What follows belongs to an exercise in optimizing a design on an open flow for small area, a short achievable clock period and few clock cycles; a production flow would make more cautious choices.
Where RTL was checked, it was by simulation tests only, not by an equivalence proof against the original.
Power and IR drop assume default switching activity.

Setup of xenon:
// engine
module engine (
   input                      clk,
   input                      rst,
   output                     done,
   input    [63:0]            num_rows_in,
   input    [63:0]            row_start_in,
   input    [63:0]            row_skip_in,
   input    [63:0]            rows_size_in,            
   input    [63:0]            hash_mask_in,
   input                      row_rq_stall_in,
   output                     row_rq_vld_out,
   output   [47:0]            row_rq_vadr_out,
   output                     row_rs_stall_out,
   input                      row_rs_vld_in,
   input    [63:0]            row_rs_data_in,
   input                      ht_rq_afull_in,
   output                     ht_rq_vld_out,
   output   [47:0]            ht_rq_address_out,
   output                     ht_rs_afull_out,
   input                      ht_rs_write_en_in,
   input    [63:0]            ht_rs_data_in,
   input                      ll_rq_0_afull_in,
   output                     ll_rq_0_vld_out,
   output   [47:0]            ll_rq_0_address_out,
   output                     ll_rs_0_afull_out,
   input                      ll_rs_0_write_en_in,
   input    [63:0]            ll_rs_0_data_in,
   input                      ll_rq_1_afull_in,
   output                     ll_rq_1_vld_out,
   output   [47:0]            ll_rq_1_address_out,
   output                     ll_rs_1_afull_out,
   input                      ll_rs_1_write_en_in,
   input    [63:0]            ll_rs_1_data_in,
   output                     output_empty_out,
   input                      output_read_en_in,
   output   [63:0]            output_dim_table_out,
   output   [63:0]            output_fact_table_out
);
For scale: about 6500 cells after synthesis, roughly 1900 flip-flops, roughly 920 I/O pins, ~87000 µm² of cells after synthesis.
clock: 11.0 ns
lec_check: 0
cap_margin: 20
core_margin: 2
core_utilization: 50
cts_buf_list: sky130_fd_sc_hd__clkbuf_4 sky130_fd_sc_hd__clkbuf_8
slew_margin: 20
tns_end_percent: 100
standard.sh (not shown) runs the stock make flow with config.mk's settings and CLKGATE_MAP_FILE= SYNTH_SCRIPT=/design/flow/synth_recipe.tcl, a recipe that flattens the netlist after the stock synthesis.
==> flow/flow/run.sh <==
#!/bin/bash
set -euo pipefail
export BUFFER_PORTS_ARGS="-buffer_cell sky130_fd_sc_hd__buf_1"
export SETUP_SLACK_MARGIN=6.3
bash standard.sh > standard_flow.log 2>&1
Testbench counts of xenon, summed over its fixed seeds: cycles 29,088.
Setup changes, xenon to tundra
- CTS_BUF_LIST: sky130_fd_sc_hd__clkbuf_4 sky130_fd_sc_hd__clkbuf_8 -> unset
- CORE_UTILIZATION: 50 -> 55
### Flow results
Relative to xenon, tundra degrades global-route wire length before repair. Count of vias placed by the detailed router came out lower on tundra than on xenon. Cmp tundra and xenon / die width / lower: tundra. tundra and xenon ended up with nearly the same final hold slack. Worst path setup slack after routing: tundra and xenon compared, higher one is xenon. Re final cell count without fillers: tundra and xenon aren't equal, and the higher value belongs to xenon.


old:
Another version of the RTL of engine (not shown whole).
Size in the first run: roughly 8100 cells after synthesis, about 920 I/O pins, ~0.087 mm2 of cells after synthesis.
clock: 11.0 ns
lec_check: 0
abc_area: 1
cap_margin: 20
core_margin: 2
core_utilization: 50
slew_margin: 20
tns_end_percent: 100
Scripts as last shown in full above: flow/flow/run.sh
Testbench counts of old, summed over its fixed seeds: cycles 29,088.
--- input diff old..new ---
--- a/flow/config.mk
+++ b/flow/config.mk
@@ -7,3 +7,2 @@
 export LEC_CHECK = 0
-export ABC_AREA = 1
 export CAP_MARGIN = 20
==> comparison <==
Core utilization is higher on old
Via count of the first global-routing pass went down by a little under 10% going from old to new.
Sort new and old by critical path buffer and inverter count asc -> top: new
new vs old on global-route wire length before repair: new is the lower one.
[compare] base=old new=new: fmax went down; length of routed met2 wiring went down.


Another version of the RTL of engine (not shown whole).
For scale: ~920 I/O pins, ~0.089 mm² of cells after synthesis.
// engine
module engine (
   input                      clk,
   input                      rst,
   output                     done,
   input    [63:0]            num_rows_in,
   input    [63:0]            row_start_in,
   input    [63:0]            row_skip_in,
   input    [63:0]            rows_size_in,            
   input    [63:0]            hash_mask_in,
   input                      row_rq_stall_in,
   output                     row_rq_vld_out,
   output   [47:0]            row_rq_vadr_out,
   output                     row_rs_stall_out,
   input                      row_rs_vld_in,
   input    [63:0]            row_rs_data_in,
   input                      ht_rq_afull_in,
   output                     ht_rq_vld_out,
   output   [47:0]            ht_rq_address_out,
   output                     ht_rs_afull_out,
   input                      ht_rs_write_en_in,
   input    [63:0]            ht_rs_data_in,
   input                      ll_rq_0_afull_in,
   output                     ll_rq_0_vld_out,
   output   [47:0]            ll_rq_0_address_out,
   output                     ll_rs_0_afull_out,
   input                      ll_rs_0_write_en_in,
   input    [63:0]            ll_rs_0_data_in,
   input                      ll_rq_1_afull_in,
   output                     ll_rq_1_vld_out,
   output   [47:0]            ll_rq_1_address_out,
   output                     ll_rs_1_afull_out,
   input                      ll_rs_1_write_en_in,
   input    [63:0]            ll_rs_1_data_in,
   output                     output_empty_out,
   input                      output_read_en_in,
   output   [63:0]            output_dim_table_out,
   output   [63:0]            output_fact_table_out
);
export LEC_CHECK = 0
export ABC_AREA = 1
export CAP_MARGIN = 20
export CORE_MARGIN = 2
export CORE_UTILIZATION = 50
export SETUP_SLACK_MARGIN = 5
export SLEW_MARGIN = 20
export TNS_END_PERCENT = 100
create_clock -name core_clock -period 11.0 [get_ports {clk}]
==> flow/flow/run.sh <==
#!/bin/bash
# Layout: the standard flow (standard.sh, unchanged synthesis), with the
# port buffers made from the smallest buffer cell instead of a delay cell.
set -euo pipefail
export BUFFER_PORTS_ARGS="-buffer_cell sky130_fd_sc_hd__buf_1"
bash standard.sh > standard_flow.log 2>&1
The baseline finished clean.
Then changed:
==> flow/run.sh (new file) <==
#!/bin/bash
# synth_recipe.tcl (not shown) runs the flow's synth.tcl, then flattens the netlist and writes it again
# the make line also repeats each setting of config.mk as NAME=value (left out here)
make -C /OpenROAD-flow-scripts/flow DESIGN_CONFIG=/design/flow/config.mk WORK_HOME=/design/flow/orfs CLKGATE_MAP_FILE= SYNTH_SCRIPT=/design/flow/synth_recipe.tcl finish
Settings changed: ABC_AREA 1 to not set.
removed: flow/flow/run.sh
removed: flow/standard.sh
What happened: The new run produced a clean layout. Worst setup slack got worse by 320 ps. Hold slack got worse by 34 ps. Clock power rose by 3.9%. Cell area rose by 6.5%. Wire length rose by 7.5%. Register-to-register slack got worse by 320 ps. Maximum frequency fell by 5.3%. Power rose by 8.3%. Sequential share of layout area fell by 3.2 points. Via count fell by 3.7%.
No run of this note included a check of the RTL's function; only the layout flow was run.


run D:
engine with an RTL version that a note above also has.
Size: about 1900 flip-flops, about 920 I/O pins, ~87000 µm² of cells after synthesis.
export LEC_CHECK = 0
export CAP_MARGIN = 20
export CORE_MARGIN = 2
export CORE_UTILIZATION = 50
export SLEW_MARGIN = 20
export TNS_END_PERCENT = 100
create_clock -name core_clock -period 11.0 [get_ports {clk}]
==> flow/flow/run.sh <==
#!/bin/bash
set -euo pipefail
export BUFFER_PORTS_ARGS="-buffer_cell sky130_fd_sc_hd__buf_1"
export SETUP_SLACK_MARGIN=6.5
bash standard.sh > standard_flow.log 2>&1
Both conditions hold for run D: the flow ran to the end and the final layout passed the timing, design-rule and antenna checks.
Testbench counts of run D, summed over its fixed seeds: cycles 29,088.
Inputs modified between run D and run E:
==> flow/flow/run.sh <==
#!/bin/bash
set -euo pipefail
export BUFFER_PORTS_ARGS="-buffer_cell sky130_fd_sc_hd__buf_1"
export SETUP_SLACK_MARGIN=6.3
bash standard.sh > standard_flow.log 2>&1
Run E completed; timing, DRC and antenna clean. Filler cell count in the final layout for run E is higher than for run D. Summary of the comparison: total of clock buffers placed in the layout is higher in run E, relative to run D. Side by side, global-route total usage across every layer turned out higher in run E than in run D. The final reports for run E and run D show sequential share of layout area higher in the former. Diff run D -> run E | total clock buffers created by CTS | up slightly. [run E] shortest period the worst path allows fell 19 ps relative to run D. On overall routed net length, the higher figure sits with run E, not run D. Run E against run D: global-route wire length before repair went up 2.6 mm, max-capacitance violation count was more or less identical.

what the ideal ports hide:
In the flow no input, the clock included, has a driving cell. The finished layouts below were timed again as built, in two steps.
Step 1 assumes that a clkbuf_16 drives the clock port and a buf_2 every other input.
Step 2 also shifts input and output timing later by t, the mid clock arrival at the registers, as if the neighbouring blocks saw the same clock.
a / b / c = ideal / step 1 / step 2; a / b = the first two.
run | t, ns | setup slack, ns | hold slack, ns | worst setup path at the end | worst data-port slew with drivers (ns)
xenon | 1.099 | 6.184 / 6.091 / 5.328 | 0.419 / 0.419 / 0.419 | input to register | 0.28
tundra | 0.912 | 6.112 / 6.067 / 5.436 | 0.418 / 0.418 / 0.418 | input to register | 0.17
old | 0.919 | 6.001 / 5.959 / 5.342 | 0.422 / 0.422 / 0.422 | input to register | 0.15
new | 0.911 | 5.934 / 5.823 / 5.531 | 0.417 / 0.417 / 0.417 | input to register | 0.25
the first run of note 3 | 0.915 | 5.273 / 5.273 / 4.689 | 0.419 / 0.419 / 0.419 | input to register | 0.21
the second run of note 3 | 0.940 | 4.952 / 4.945 / 4.478 | 0.385 / 0.385 / 0.385 | input to register | 0.23
run D | 0.893 | 6.160 / 6.080 / 5.588 | 0.415 / 0.415 / 0.415 | input to register | 0.24
run E | 0.895 | 6.179 / 6.090 / 5.502 | 0.416 / 0.416 / 0.416 | input to register | 0.29
After both steps setup and hold are still met in every run listed. For xenon, which loses most, drivers alone change the setup slack by -0.093 ns; drivers and shift together by -0.856 ns.
